This design comes from an exercise in tuning for small area and a short achievable clock period on the open sky130 flow, not from production work.
At most, simulation tests tie the RTL to the original design; equivalence was not proved.
Power and IR drop assume default switching activity.

==> flow/design.v (excerpt) <==
module mul32_pipe(clk, rst, in_valid, a, b, out_valid, p);
  input clk, rst, in_valid;
  input [31:0] a, b;
  output out_valid;
  output [63:0] p;
  reg [2:0] vpipe;
  always @(posedge clk)
    if (rst) vpipe <= 3'd0;
    else vpipe <= {vpipe[1:0], in_valid};
  assign out_valid = vpipe[2];
  reg [305:0] rk1;
  reg [136:0] rk2;
  reg [91:0] rk3;
  wire n1 = b[1] & ~b[0];
  wire n2 = b[2] ^ b[1];
  wire n3 = (b[3] & ~b[2] & ~b[1]) | (~b[3] & b[2] & b[1]);
  wire n4 = b[4] ^ b[3];
  wire n5 = (b[5] & ~b[4] & ~b[3]) | (~b[5] & b[4] & b[3]);
  wire n6 = b[6] ^ b[5];
  wire n7 = (b[7] & ~b[6] & ~b[5]) | (~b[7] & b[6] & b[5]);
  wire n8 = b[8] ^ b[7];
  wire n9 = (b[9] & ~b[8] & ~b[7]) | (~b[9] & b[8] & b[7]);
  wire n10 = b[10] ^ b[9];
  wire n11 = (b[11] & ~b[10] & ~b[9]) | (~b[11] & b[10] & b[9]);
  wire n12 = b[12] ^ b[11];
  wire n13 = (b[13] & ~b[12] & ~b[11]) | (~b[13] & b[12] & b[11]);
  wire n14 = b[14] ^ b[13];
  wire n15 = (b[15] & ~b[14] & ~b[13]) | (~b[15] & b[14] & b[13]);
  wire n16 = b[16] ^ b[15];
  ...
Size in the first run: roughly 3100 cells after synthesis, ~130 I/O pins, ~35000 um^2 of cells after synthesis.
==> flow/config.mk <==
export PLATFORM = sky130hd
export DESIGN_NAME = mul32_pipe
export DESIGN_NICKNAME = mul32_pipe
export VERILOG_FILES = /design/flow/design.v
export SDC_FILE = /design/flow/constraint.sdc
export NUM_CORES = 4
export LEC_CHECK = 0
export ABC_AREA = 1
export CAP_MARGIN = 20
export CORE_MARGIN = 2
export CORE_UTILIZATION = 50
export PLACE_DENSITY = 0.75
export SLEW_MARGIN = 20
export SYNTH_HIERARCHICAL = 1
==> flow/constraint.sdc <==
create_clock -name core_clock -period 2.5 [get_ports {clk}]
set_input_delay 0.5000 -clock core_clock [delete_from_list [all_inputs] [get_ports {clk}]]
set_output_delay 0.5000 -clock core_clock [all_outputs]
set_load 0.01 [all_outputs]
standard.sh (not shown) runs the stock make flow with config.mk's settings and CLKGATE_MAP_FILE= SYNTH_SCRIPT=/design/flow/synth_recipe.tcl, a recipe that flattens the netlist after the stock synthesis.
==> flow/flow/run.sh <==
#!/bin/bash
# Own layout flow: the standard ORFS flow (standard.sh), unchanged except that the
# port buffers that global placement inserts on every input and output use a plain buffer
# (buf_4) instead of the delay cell buffer_ports picks by default.
set -euo pipefail
export BUFFER_PORTS_ARGS="-buffer_cell sky130_fd_sc_hd__buf_4"
bash standard.sh finish > standard_flow.log 2>&1
The baseline finished with timing, DRC and antenna clean.
Edit:
Settings changed: CORE_UTILIZATION 50 to 40, PLACE_DENSITY 0.75 to unset.
What happened:
- via count falls by about 3.4%
- die area grows by 25%
- power barely changes
- global-route usage shrinks by 4.9 points
- register-to-register slack gets worse by 0.03 ns
- wire length rose by 2.3%
- critical path depth rose by 2
- final area rose by 1.6%
- area after synthesis is unchanged
- hold slack improves by 0.040 ns
Edit:
Settings changed: SETUP_SLACK_MARGIN set to 0.3.
Effect: The changed run finished with timing, DRC and antenna clean. Cell area went up by 11%. Die area stays the same. Synthesized area stays the same. Routed wire length goes up by 10%. Total power goes up by 9.4%. Worst setup slack got worse by 0.021 ns. Register-to-register slack gets worse by 0.02 ns. Synthesized cell count stays the same. Utilization climbs by 5.1 points. Clock-buffer cell count drops by 4.
No run of this note included a check of the RTL's function; only the layout flow was run.

========
Another version of the RTL of mul32_pipe (not shown whole).
For scale: roughly 3100 cells after synthesis, about 530 flip-flops, roughly 0.034 mm^2 of cells after synthesis.
Settings: LEC_CHECK=0, ABC_AREA=1, CAP_MARGIN=20, CORE_MARGIN=2, CORE_UTILIZATION=50, CTS_CLUSTER_DIAMETER=120, CTS_CLUSTER_SIZE=26, PLACE_DENSITY=0.75, SLEW_MARGIN=20, SYNTH_HIERARCHICAL=1; clock period 2.5 ns.
Scripts as last shown in full above: flow/flow/run.sh
The first run produced a clean layout.
Next try:
CTS_CLUSTER_DIAMETER = unset   (was 120)
CTS_CLUSTER_SIZE = unset   (was 26)
After rerunning:
- global-route usage goes up by 0.92 points
- hold slack barely changes
- wire length came out higher by 3.1%
- worst setup slack loses 0.0063 ns
- clock power goes up by 89%
Next try:
CTS_CLUSTER_DIAMETER = 100   (was unset)
CTS_CLUSTER_SIZE = 22   (was unset)
After rerunning:
- global-route usage shrinks by 0.80 points
- sequential share of layout area grows by 0.71 points
- utilization shrinks by 1.5 points
- final area shrinks by a few percent
- sequential power stays flat
- hold slack degrades by 0.0096 ns
- non-clock buffer count stays the same
Next try:
CTS_CLUSTER_DIAMETER = 120   (was 100)
CTS_CLUSTER_SIZE = 20   (was 22)
Result:
- worst setup slack improved by 0.044 ns
- cell area hardly moves
- area after synthesis does not change
- final cell count stays flat
- clock skew grows by 0.0046 ns
- fmax rose slightly

========
Another version of the RTL of mul32_pipe (not shown whole).
Size in the first run: ~3400 cells after synthesis, roughly 130 I/O pins, ~38000 µm² of cells after synthesis.
==> flow/config.mk <==
export PLATFORM = sky130hd
export DESIGN_NAME = mul32_pipe
export DESIGN_NICKNAME = mul32_pipe
export VERILOG_FILES = /design/flow/design.v
export SDC_FILE = /design/flow/constraint.sdc
export NUM_CORES = 4
export LEC_CHECK = 0
export ABC_AREA = 1
export CAP_MARGIN = 20
export CORE_MARGIN = 2
export CORE_UTILIZATION = 40
export SLEW_MARGIN = 20
export SYNTH_HIERARCHICAL = 1
==> flow/constraint.sdc <==
create_clock -name core_clock -period 2.5 [get_ports {clk}]
set_input_delay 0.5000 -clock core_clock [delete_from_list [all_inputs] [get_ports {clk}]]
set_output_delay 0.5000 -clock core_clock [all_outputs]
set_load 0.01 [all_outputs]
Scripts as last shown in full above: flow/flow/run.sh
Change:
Settings changed: SETUP_SLACK_MARGIN set to 0.3.
=>
- The new run finished with timing, DRC and antenna clean
- hold slack degrades by 0.0083 ns
- power went up by 2.3%
- cell count went up by 1.6%
- first-iteration DRC count went down by about 4%
- global-route usage went up by 1.4 points
- routed wire length went up by about 5.5%
- clock skew barely changes
No run of this note included a check of the RTL's function; only the layout flow was run.

## separate check: timing with driven ports
Ports are ideal in the flow. The routed layouts listed here were re-timed in OpenROAD. Step 1: set_driving_cell puts a clkbuf_16 on clk and a buf_2 on each other input, an assumption about the parent block. Step 2 also shifts input and output timing later by t, the mid clock arrival at the registers, as if the neighbouring blocks saw the same clock. Three values: ideal, step 1, step 2; two values: the first two.
| run | t (ns) | setup slack, ns | worst hold slack (ns) | worst setup path at the end | worst register clock-pin slew, ns |
|---|---|---|---|---|---|
| the first run of note 1 | 0.669 | 0.083 / 0.083 / -0.240 | 0.040 / 0.004 / 0.328 | input to register | 0.08 / 0.08 |
| the second run of note 1 | 0.703 | 0.056 / 0.056 / -0.429 | 0.080 / 0.040 / 0.329 | input to register | 0.08 / 0.08 |
| the third run of note 1 | 0.686 | 0.035 / 0.035 / -0.344 | 0.046 / 0.004 / 0.326 | input to register | 0.08 / 0.08 |
| the first run of note 2 | 0.671 | 0.121 / 0.146 / -0.506 | 0.063 / 0.021 / 0.329 | input to register | 0.12 / 0.12 |
| the second run of note 2 | 0.674 | 0.115 / 0.115 / -0.504 | 0.063 / 0.025 / 0.326 | input to register | 0.07 / 0.07 |
| the third run of note 2 | 0.677 | 0.101 / 0.101 / -0.525 | 0.053 / 0.016 / 0.332 | input to register | 0.10 / 0.10 |
| the fourth run of note 2 | 0.677 | 0.144 / 0.127 / -0.491 | 0.053 / 0.013 / 0.328 | input to register | 0.10 / 0.10 |
| the first run of note 3 | 0.693 | 0.126 / 0.126 / -0.355 | 0.049 / 0.010 / 0.315 | input to register | 0.07 / 0.07 |
| the second run of note 3 | 0.700 | 0.327 / 0.107 / -0.592 | 0.041 / -0.003 / 0.318 | input to register | 0.07 / 0.07 |
With both steps, setup timing fails in every run listed, where it was met with ideal ports. For the second run of note 3, which loses most, drivers alone change the setup slack by -0.220 ns; drivers and shift together by -0.919 ns.
